From an optimization exercise on the open Yosys and OpenROAD flow, aimed at small area and a short achievable clock period; shortcuts taken in it are not production practice.
RTL that was checked went through simulation tests only; none was proved equivalent to the original.

## job 101
Design mac, start of the top module:
module mac (
    input  logic               i_nrst,
    input  logic               i_clk,
    input  logic signed  [7:0] i_a0, i_a1, i_a2, i_a3, i_a4, i_a5, i_a6, i_a7,
    input  logic signed  [7:0] i_b0, i_b1, i_b2, i_b3, i_b4, i_b5, i_b6, i_b7,
    output logic signed [18:0] o_res
);
    logic p1;
    logic p2;
    logic p3;
    logic p4;
    logic p5;
    logic p6;
    logic p7;
    logic p8;
    logic p9;
    logic p10;
    logic p11;
    logic p12;
    logic p13;
    logic p14;
    logic p15;
    logic p16;
    logic p17;
    logic p18;
    logic p19;
    logic p20;
    logic p21;
    logic p22;
    logic p23;
    logic p24;
    logic p25;
    logic p26;
    logic p27;
    logic p28;
    logic p29;
    logic p30;
    logic p31;
    logic p32;
    logic p33;
    logic p34;
    logic p35;
    logic p36;
    logic p37;
    logic p38;
    logic p39;
    logic p40;
    logic p41;
    logic p42;
    logic p43;
    logic p44;
    logic p45;
    logic p46;
    logic p47;
    logic p48;
    logic p49;
    logic p50;
    logic p51;
    logic p52;
    logic p53;
    logic p54;
    logic p55;
    logic p56;
    logic p57;
    logic p58;
    logic p59;
    logic p60;
    logic p61;
    logic p62;
    logic p63;
    logic p64;
    logic p65;
    logic p66;
    logic p67;
    logic p68;
    logic p69;
    logic p70;
    logic p71;
    logic p72;
    logic p73;
    logic p74;
    logic p75;
    logic p76;
    logic p77;
    logic p78;
    logic p79;
    logic p80;
    logic p81;
    logic p82;
    logic p83;
    logic p84;
    logic p85;
    logic p86;
  ...
export LEC_CHECK = 0
export CAP_MARGIN = 20
export CORE_MARGIN = 5
export CORE_UTILIZATION = 70
export CTS_CLUSTER_DIAMETER = 100
export CTS_CLUSTER_SIZE = 30
export SETUP_SLACK_MARGIN = 2.8
export SLEW_MARGIN = 20
export SYNTH_HIERARCHICAL = 1
export SYNTH_MINIMUM_KEEP_SIZE = 0
create_clock -name core_clock -period 5.5 [get_ports {i_clk}]
standard.sh (not shown) runs the stock make flow with config.mk's settings and CLKGATE_MAP_FILE= SYNTH_SCRIPT=/design/flow/synth_recipe.tcl, a recipe that flattens the netlist after the stock synthesis.
==> flow/flow/run.sh <==
#!/bin/bash
set -e
export BUFFER_PORTS_ARGS="-buffer_cell sky130_fd_sc_hd__buf_1"
sed -E 's/SETUP_SLACK_MARGIN=[-0-9.]+/SETUP_SLACK_MARGIN=0/' standard.sh > standard_fp.sh
bash standard_fp.sh synth floorplan > standard_fp.log 2>&1
bash standard.sh > standard.log 2>&1
Job 101: all stages complete, timing, DRC and antenna checks passed
> inputs changed (job 101 -> job 102)
Settings: changing SETUP_SLACK_MARGIN from 2.8 to 3.3; removing CTS_CLUSTER_SIZE (formerly 30); removing CTS_CLUSTER_DIAMETER (formerly 100); changing CORE_UTILIZATION from 70 to 60.
==> summary.txt <==
Across job 101 and job 102, none had a timing, DRC or antenna violation.
Setup slack: job 102 more than job 101
Reported for job 101 and job 102, critical path depth turned out identical to the last digit.
Against job 101, job 102 reports a worst hold slack that is lower.
Higher number of nets at the end of the flow goes to job 102 over job 101.
Sort job 101 and job 102 by vias after detailed routing asc -> top: job 101
The minimum setup slack among reg-to-reg paths of job 102 and that of job 101 are within noise of each other.
The synthesis-to-finish area growth of job 102 exceeds that of job 101 by 27 points.
Delta (job 102 minus job 101): final estimated routing congestion in global placement fell about 8%; sequential share of layout area fell 4.7 points.

## pepper
Another version of the RTL of mac (not shown whole).
Size in the first run: ~1500 cells after synthesis, ~250 flip-flops, about 150 I/O pins.
// mac
module mac (
    input  logic               i_nrst,
    input  logic               i_clk,
    input  logic signed  [7:0] i_a0, i_a1, i_a2, i_a3, i_a4, i_a5, i_a6, i_a7,
    input  logic signed  [7:0] i_b0, i_b1, i_b2, i_b3, i_b4, i_b5, i_b6, i_b7,
    output logic signed [18:0] o_res
);
clock: 5.5 ns
lec_check: 0
cap_margin: 20
core_margin: 5
core_utilization: 40
setup_slack_margin: 2.0
slew_margin: 20
synth_hierarchical: 1
synth_minimum_keep_size: 0
==> flow/flow/run.sh <==
#!/bin/bash
set -e
export BUFFER_PORTS_ARGS="-buffer_cell sky130_fd_sc_hd__buf_1"
bash standard.sh > standard.log 2>&1
> inputs changed (pepper -> yarrow)
Settings: swapping 2.0 for 2.5 in SETUP_SLACK_MARGIN.
==> flow/run.sh (new file) <==
#!/bin/bash
# synth_recipe.tcl (not shown) runs the flow's synth.tcl, then flattens the netlist and writes it again
# the make line also repeats each setting of config.mk as NAME=value (left out here)
make -C /OpenROAD-flow-scripts/flow DESIGN_CONFIG=/design/flow/config.mk WORK_HOME=/design/flow/orfs CLKGATE_MAP_FILE= SYNTH_SCRIPT=/design/flow/synth_recipe.tcl finish
removed: flow/flow/run.sh
removed: flow/standard.sh
[summary]
- Compared with pepper, yarrow shows a hold slack that is 3.9 ps higher.
- Going from pepper to yarrow, number of cells in the finished layout apart from fillers higher; worst reg-to-reg setup slack higher.
Function was not checked in any run of this note: the RTL went through the layout flow alone.

== oak ==
mac, a different RTL version from the one above (not shown whole).
For scale: about 1600 cells after synthesis, about 150 I/O pins.
Settings: LEC_CHECK=0, ABC_CLOCK_PERIOD_IN_PS=1000, CAP_MARGIN=20, CORE_MARGIN=5, CORE_UTILIZATION=40, SLEW_MARGIN=20, SYNTH_HIERARCHICAL=1, SYNTH_MINIMUM_KEEP_SIZE=0; clock period 5.5 ns.
run.sh (not shown) runs the stock make flow with config.mk's settings and CLKGATE_MAP_FILE= SYNTH_SCRIPT=/design/flow/synth_recipe.tcl, a recipe that flattens the netlist after the stock synthesis.
Stock flow here: none of the scripts above is used.
oak ended with every stage complete and zero timing, DRC or antenna violations.
Input changes introduced in pine (baseline for comparison: oak):
Settings: putting SETUP_SLACK_MARGIN at 2.0 where nothing was set.
Notes after the runs:
> inputs changed (pine -> birch)
Settings: SETUP_SLACK_MARGIN no longer set, was 2.0; ABC_CLOCK_PERIOD_IN_PS no longer set, was 1000.
--- outcome ---
On birch: area of all placed cells without fillers is about 2.7% lower than what pine gave. pine -> birch: global-route wire length before repair decreased slightly. Compared with pine, birch shows fmax that has gone down by more than 10%. The final layout from birch, which completed every stage, passed the timing, design-rule and antenna checks at the end of the flow.

RTL: one of the versions met above, not the one the previous note started from.
Size in the first run: about 1500 cells after synthesis, ~150 I/O pins, roughly 0.018 mm^2 of cells after synthesis.
==> flow/config.mk <==
export PLATFORM = sky130hd
export DESIGN_NAME = mac
export DESIGN_NICKNAME = mac
export VERILOG_FILES = /design/flow/design.v
export SDC_FILE = /design/flow/constraint.sdc
export NUM_CORES = 4
export LEC_CHECK = 0
export CAP_MARGIN = 20
export CORE_MARGIN = 5
export CORE_UTILIZATION = 60
export CTS_CLUSTER_DIAMETER = 100
export CTS_CLUSTER_SIZE = 30
export GPL_ROUTABILITY_DRIVEN = 0
export SETUP_SLACK_MARGIN = 2.8
export SLEW_MARGIN = 20
export SYNTH_HIERARCHICAL = 1
export SYNTH_MINIMUM_KEEP_SIZE = 0
==> flow/constraint.sdc <==
create_clock -name core_clock -period 5.5 [get_ports {i_clk}]
set_input_delay 1.1000 -clock core_clock [delete_from_list [all_inputs] [get_ports {i_clk}]]
set_output_delay 1.1000 -clock core_clock [all_outputs]
set_load 0.01 [all_outputs]
standard.sh (not shown) runs the stock make flow with config.mk's settings and CLKGATE_MAP_FILE= SYNTH_SCRIPT=/design/flow/synth_recipe.tcl, a recipe that flattens the netlist after the stock synthesis.
==> flow/flow/run.sh <==
#!/bin/bash
set -e
export BUFFER_PORTS_ARGS="-buffer_cell sky130_fd_sc_hd__buf_1"
sed -E 's/SETUP_SLACK_MARGIN=[-0-9.]+/SETUP_SLACK_MARGIN=0/' standard.sh > standard_fp.sh
bash standard_fp.sh synth floorplan > standard_fp.log 2>&1
bash standard.sh > standard.log 2>&1
The first run finished clean.
Change:
Settings changed: CTS_CLUSTER_DIAMETER 100 to not set, CTS_CLUSTER_SIZE 30 to not set, GPL_ROUTABILITY_DRIVEN 0 to not set, SETUP_SLACK_MARGIN 2.8 to 2.7.
What happened:
- sequential cell count does not change
- cell area is higher by 1.9%
- synthesized cell count stays the same
- register-to-register slack is about the same
- count of clock-buffer cells in the layout is higher by 23
Change:
==> flow/flow/run.sh (replaced) <==
#!/bin/bash
set -e
export BUFFER_PORTS_ARGS="-buffer_cell sky130_fd_sc_hd__buf_1"
bash standard.sh > standard.log 2>&1
Settings changed: CORE_UTILIZATION 60 to 40, SETUP_SLACK_MARGIN 2.7 to 2.6.
What happened: Count of clock-buffer cells in the layout came out lower by 2. Via count came out higher by a few percent. Area after synthesis stays the same. Non-clock buffer count stays the same.
Change:
==> flow/flow/run.sh (replaced) <==
#!/bin/bash
set -e
export BUFFER_PORTS_ARGS="-buffer_cell sky130_fd_sc_hd__buf_1"
sed -E 's/SETUP_SLACK_MARGIN=[-0-9.]+/SETUP_SLACK_MARGIN=0/' standard.sh > standard_fp.sh
bash standard_fp.sh synth floorplan > standard_fp.log 2>&1
bash standard.sh > standard.log 2>&1
Settings changed: CAP_MARGIN 20 to 0, CORE_UTILIZATION 40 to 60, CTS_CLUSTER_DIAMETER set to 100, CTS_CLUSTER_SIZE set to 30, SETUP_SLACK_MARGIN 2.6 to 2.8, SLEW_MARGIN 20 to 0.
Design area fell by 3.1%; fmax went up by about 6.4%; worst setup slack gains 0.18 ns.

Setup of v21:
Starting RTL as in the previous note.
Settings: LEC_CHECK=0, CAP_MARGIN=20, CORE_MARGIN=5, CORE_UTILIZATION=60, CTS_CLUSTER_DIAMETER=100, CTS_CLUSTER_SIZE=30, SETUP_SLACK_MARGIN=2.8, SLEW_MARGIN=20, SYNTH_HIERARCHICAL=1, SYNTH_MINIMUM_KEEP_SIZE=0; clock period 5.5 ns.
==> flow/flow/run.sh <==
#!/bin/bash
set -e
export BUFFER_PORTS_ARGS="-buffer_cell sky130_fd_sc_hd__buf_1"
sed -E 's/SETUP_SLACK_MARGIN=[-0-9.]+/SETUP_SLACK_MARGIN=0/' standard.sh > standard_fp.sh
bash standard_fp.sh synth floorplan > standard_fp.log 2>&1
bash standard.sh > standard.log 2>&1
Edits applied to the flow inputs when going from v21 to v7:
- CTS_CLUSTER_SIZE: 30 -> unset
- CORE_UTILIZATION: 60 -> 40
- CTS_CLUSTER_DIAMETER: 100 -> unset
==> flow/flow/run.sh <==
#!/bin/bash
set -e
export BUFFER_PORTS_ARGS="-buffer_cell sky130_fd_sc_hd__buf_1"
bash standard.sh > standard.log 2>&1
### Flow results
v7 finished all stages; the layout is clean.
v21: flow completed, timing, DRC and antenna clean
Cell area grows by a little under 10% when moving from v21 to v7.
v7 reports its leading cell type in the layout, fill and taps excluded as sky130_fd_sc_hd__nand2_1 while v21 reports sky130_fd_sc_hd__fa_1.
Source of the critical timing path = r1[79]: v21; source of the critical timing path = r1[101]: v7
Going from v21 to v7, fraction of final layout cells sized beyond drive strength 1 higher; hold slack lower; layout overhead on the synthesized area higher; sequential cell count roughly the same.
What v13 does differently from v7 at the input level:
- CORE_UTILIZATION now 60, was 40
--- outcome ---
- Final cell count without fillers was higher in v7 than in v13.
- Final estimated routing congestion in global placement across v7 and v13: no real change.
- v13 — insertion delay to the later sink of the worst-skew pair 0.04 ns lower, v7 as reference
- Going from v7 to v13, starting density of the core grew by 21 points; wire length lower; length of routed met3 wiring grew by about 37%.
Input-level comparison between v49 and v13:
- changing SETUP_SLACK_MARGIN from 2.8 to 2.9
==> flow/flow/run.sh <==
#!/bin/bash
set -e
export BUFFER_PORTS_ARGS="-buffer_cell sky130_fd_sc_hd__buf_1"
sed -E 's/SETUP_SLACK_MARGIN=[-0-9.]+/SETUP_SLACK_MARGIN=0/' standard.sh > standard_fp.sh
bash standard_fp.sh synth floorplan > standard_fp.log 2>&1
bash standard.sh > standard.log 2>&1
==> comparison <==
v13 has a higher first-pass GRT wire length than v49. Against v13, v49 comes in 1.8 points lower on core utilization. [compare] base=v13 new=v49: clock tree buffer count of the final layout has increased; antenna diode instance count now larger; via density per instance shows a reduction of about 3.5%.
> inputs changed (v49 -> v41)
- CORE_UTILIZATION: 60 -> 40
- SETUP_SLACK_MARGIN: 2.9 -> 2.8
- CTS_BUF_LIST: unset -> sky130_fd_sc_hd__clkbuf_8
==> flow/flow/run.sh <==
#!/bin/bash
set -e
export BUFFER_PORTS_ARGS="-buffer_cell sky130_fd_sc_hd__buf_1"
bash standard.sh > standard.log 2>&1
## What came out
In the metrics for v49 and v41, the one carrying the higher global routing usage on met3 is v49.
Diff v49 -> v41: post-route minimum period has decreased.
r1[99] as the first element of the critical path was reported by v41, and i_a3[1] by v49.
Summary — number of search-and-repair iterations in the first detailed-routing pass, v41 relative to v49: lower, by 2.
On final area: between v49 and v41, it ends up lower for v49.
> inputs changed (v41 -> v28)
- removing CTS_BUF_LIST (formerly sky130_fd_sc_hd__clkbuf_8)
- setting CTS_CLUSTER_SIZE to 30 for the first time
- setting PLACE_DENSITY to 0.75 for the first time
- changing CORE_UTILIZATION from 40 to 60
- setting CTS_CLUSTER_DIAMETER to 100 for the first time
==> flow/flow/run.sh <==
#!/bin/bash
set -e
export BUFFER_PORTS_ARGS="-buffer_cell sky130_fd_sc_hd__buf_1"
sed -E 's/SETUP_SLACK_MARGIN=[-0-9.]+/SETUP_SLACK_MARGIN=0/' standard.sh > standard_fp.sh
bash standard_fp.sh synth floorplan > standard_fp.log 2>&1
bash standard.sh > standard.log 2>&1
## What came out
v28 against v41: shortest period the worst path allows now larger; final routed wire length divided by cell count now larger; placeable core region now smaller.
Diff v41 -> v28: total non-filler cell area in the finished layout lost 8.0%, clock skew fell by 0.017 ns.
The number of inserted diodes in v28 was higher than what v41 gave.
Cmp v41 and v28 / max-slew headroom at the worst pin / lower: v28
v28 ended up with r2[28] as its worst setup path endpoint; v41 ended up with r2[31].
Met1 global-route usage: v28 vs v41 up 15 points
Higher total routed wirelength was reported by v41, not v28.

mac again, from the RTL that the note above started with.
Settings: LEC_CHECK=0, CAP_MARGIN=20, CORE_MARGIN=5, CORE_UTILIZATION=60, SETUP_SLACK_MARGIN=2.6, SLEW_MARGIN=20, SYNTH_HIERARCHICAL=1, SYNTH_MINIMUM_KEEP_SIZE=0; clock period 5.5 ns.
==> flow/flow/run.sh <==
#!/bin/bash
set -e
export BUFFER_PORTS_ARGS="-buffer_cell sky130_fd_sc_hd__buf_1"
sed -E 's/SETUP_SLACK_MARGIN=[-0-9.]+/SETUP_SLACK_MARGIN=0/' standard.sh > standard_fp.sh
bash standard_fp.sh synth floorplan > standard_fp.log 2>&1
bash standard.sh > standard.log 2>&1
The first run ran to the end with no violations.
Then changed:
Settings changed: SETUP_SLACK_MARGIN 2.6 to 3.0.
What happened:
- The new run finished with timing, DRC and antenna clean
- first-iteration DRC count goes down by about 9%
- cell count came out higher by 0.45%
- synthesized area is unchanged
Then changed:
Settings changed: SETUP_SLACK_MARGIN 3.0 to 2.8.
After rerunning: Synthesized cell count is unchanged; first-iteration DRC count falls by 3.4%; non-clock buffer count falls by 8; die area does not change; final cell count falls by 0.40%.

mac, a different RTL version from the one above (not shown whole).
Size in the first run: ~1500 cells after synthesis, ~150 I/O pins, ~17000 µm² of cells after synthesis.
Settings: LEC_CHECK=0, CAP_MARGIN=20, CORE_MARGIN=5, CORE_UTILIZATION=40, SETUP_SLACK_MARGIN=2.0, SLEW_MARGIN=20, SYNTH_HIERARCHICAL=1, SYNTH_MINIMUM_KEEP_SIZE=0; clock period 5.5 ns.
==> flow/flow/run.sh <==
#!/bin/bash
set -e
export BUFFER_PORTS_ARGS="-buffer_cell sky130_fd_sc_hd__buf_1"
bash standard.sh > standard.log 2>&1
Rerun with:
--- a/flow/config.mk
+++ b/flow/config.mk
@@ -11 +11 @@
-export SETUP_SLACK_MARGIN = 2.0
+export SETUP_SLACK_MARGIN = 2.3
Clock-buffer cell count came out lower by 1.
Sequential cell count does not change.
Final area came out higher by 5.5%.
Register-to-register slack loses 0.04 ns.

afterwards: timing with drivers on the ports:
In the flow no input, the clock included, has a driving cell. The finished layouts below were timed again as built, in two steps. Step 1 assumes that a clkbuf_16 drives the clock port and a buf_2 every other input. Step 2 moves the port delays by t, midway between the first and last clock arrival at a register: inputs arrive t later, outputs are due t later. That takes back most of the time a late clock gives input paths. Three values: no drivers, after step 1, after step 2; two values: the first two.
| run | t, ns | setup WS [ns] | hold WS [ns] | worst slew at a driven data input, ns | pins driven straight from the clock port |
|---|---|---|---|---|---|
| job 101 | 0.540 | 2.763 / 2.763 / 2.266 | 0.337 / 0.337 / 0.337 | 0.05 | 1 |
| job 102 | 0.573 | 2.776 / 2.776 / 2.297 | 0.324 / 0.324 / 0.324 | 0.16 | 1 |
| pepper | 0.615 | 1.995 / 1.943 / 2.080 | 0.351 / 0.351 / 0.351 | 0.05 | 1 |
| yarrow | 0.601 | 1.959 / 1.904 / 2.262 | 0.355 / 0.355 / 0.355 | 0.05 | 1 |
| oak | 0.586 | 1.244 / 1.244 / 1.244 | 0.371 / 0.371 / 0.371 | 0.05 | 1 |
| pine | 0.613 | 1.763 / 1.763 / 1.763 | 0.368 / 0.368 / 0.368 | 0.05 | 1 |
| birch | 0.586 | 1.244 / 1.244 / 1.244 | 0.371 / 0.371 / 0.371 | 0.05 | 1 |
| the first run of note 4 | 0.536 | 2.760 / 2.760 / 2.282 | 0.335 / 0.335 / 0.335 | 0.05 | 1 |
| the second run of note 4 | 0.574 | 2.697 / 2.720 / 2.146 | 0.325 / 0.325 / 0.325 | 0.07 | 1 |
| the third run of note 4 | 0.598 | 2.585 / 2.608 / 2.010 | 0.330 / 0.330 / 0.330 | 0.06 | 1 |
| the fourth run of note 4 | 0.528 | 2.761 / 2.761 / 2.269 | 0.340 / 0.340 / 0.340 | 0.08 | 1 |
| v21 | 0.528 | 2.761 / 2.761 / 2.269 | 0.340 / 0.340 / 0.340 | 0.08 | 1 |
| v7 | 0.606 | 2.790 / 2.790 / 2.227 | 0.327 / 0.327 / 0.327 | 0.05 | 1 |
| v13 | 0.572 | 2.781 / 2.781 / 2.249 | 0.326 / 0.326 / 0.326 | 0.06 | 1 |
| v49 | 0.572 | 2.746 / 2.775 / 2.203 | 0.324 / 0.324 / 0.324 | 0.08 | 1 |
| v41 | 0.635 | 2.778 / 2.778 / 2.170 | 0.322 / 0.322 / 0.322 | 0.05 | 1 |
| v28 | 0.536 | 2.744 / 2.744 / 2.238 | 0.339 / 0.339 / 0.339 | 0.07 | 1 |
| the first run of note 6 | 0.576 | 2.516 / 2.545 / 1.969 | 0.325 / 0.325 / 0.325 | 0.08 | 1 |
| the second run of note 6 | 0.575 | 2.786 / 2.786 / 2.275 | 0.325 / 0.325 / 0.325 | 0.08 | 1 |
| the third run of note 6 | 0.573 | 2.749 / 2.749 / 2.231 | 0.324 / 0.324 / 0.324 | 0.08 | 1 |
| the first run of note 7 | 0.497 | 1.998 / 2.029 / 1.532 | 0.328 / 0.328 / 0.328 | 0.09 | 1 |
| the second run of note 7 | 0.493 | 2.283 / 2.286 / 1.793 | 0.329 / 0.329 / 0.329 | 0.07 | 1 |
After both steps every run listed still meets setup and hold. The setup slack of v41, which loses most, moves by 0.000 ns with the drivers and by -0.608 ns with both steps.
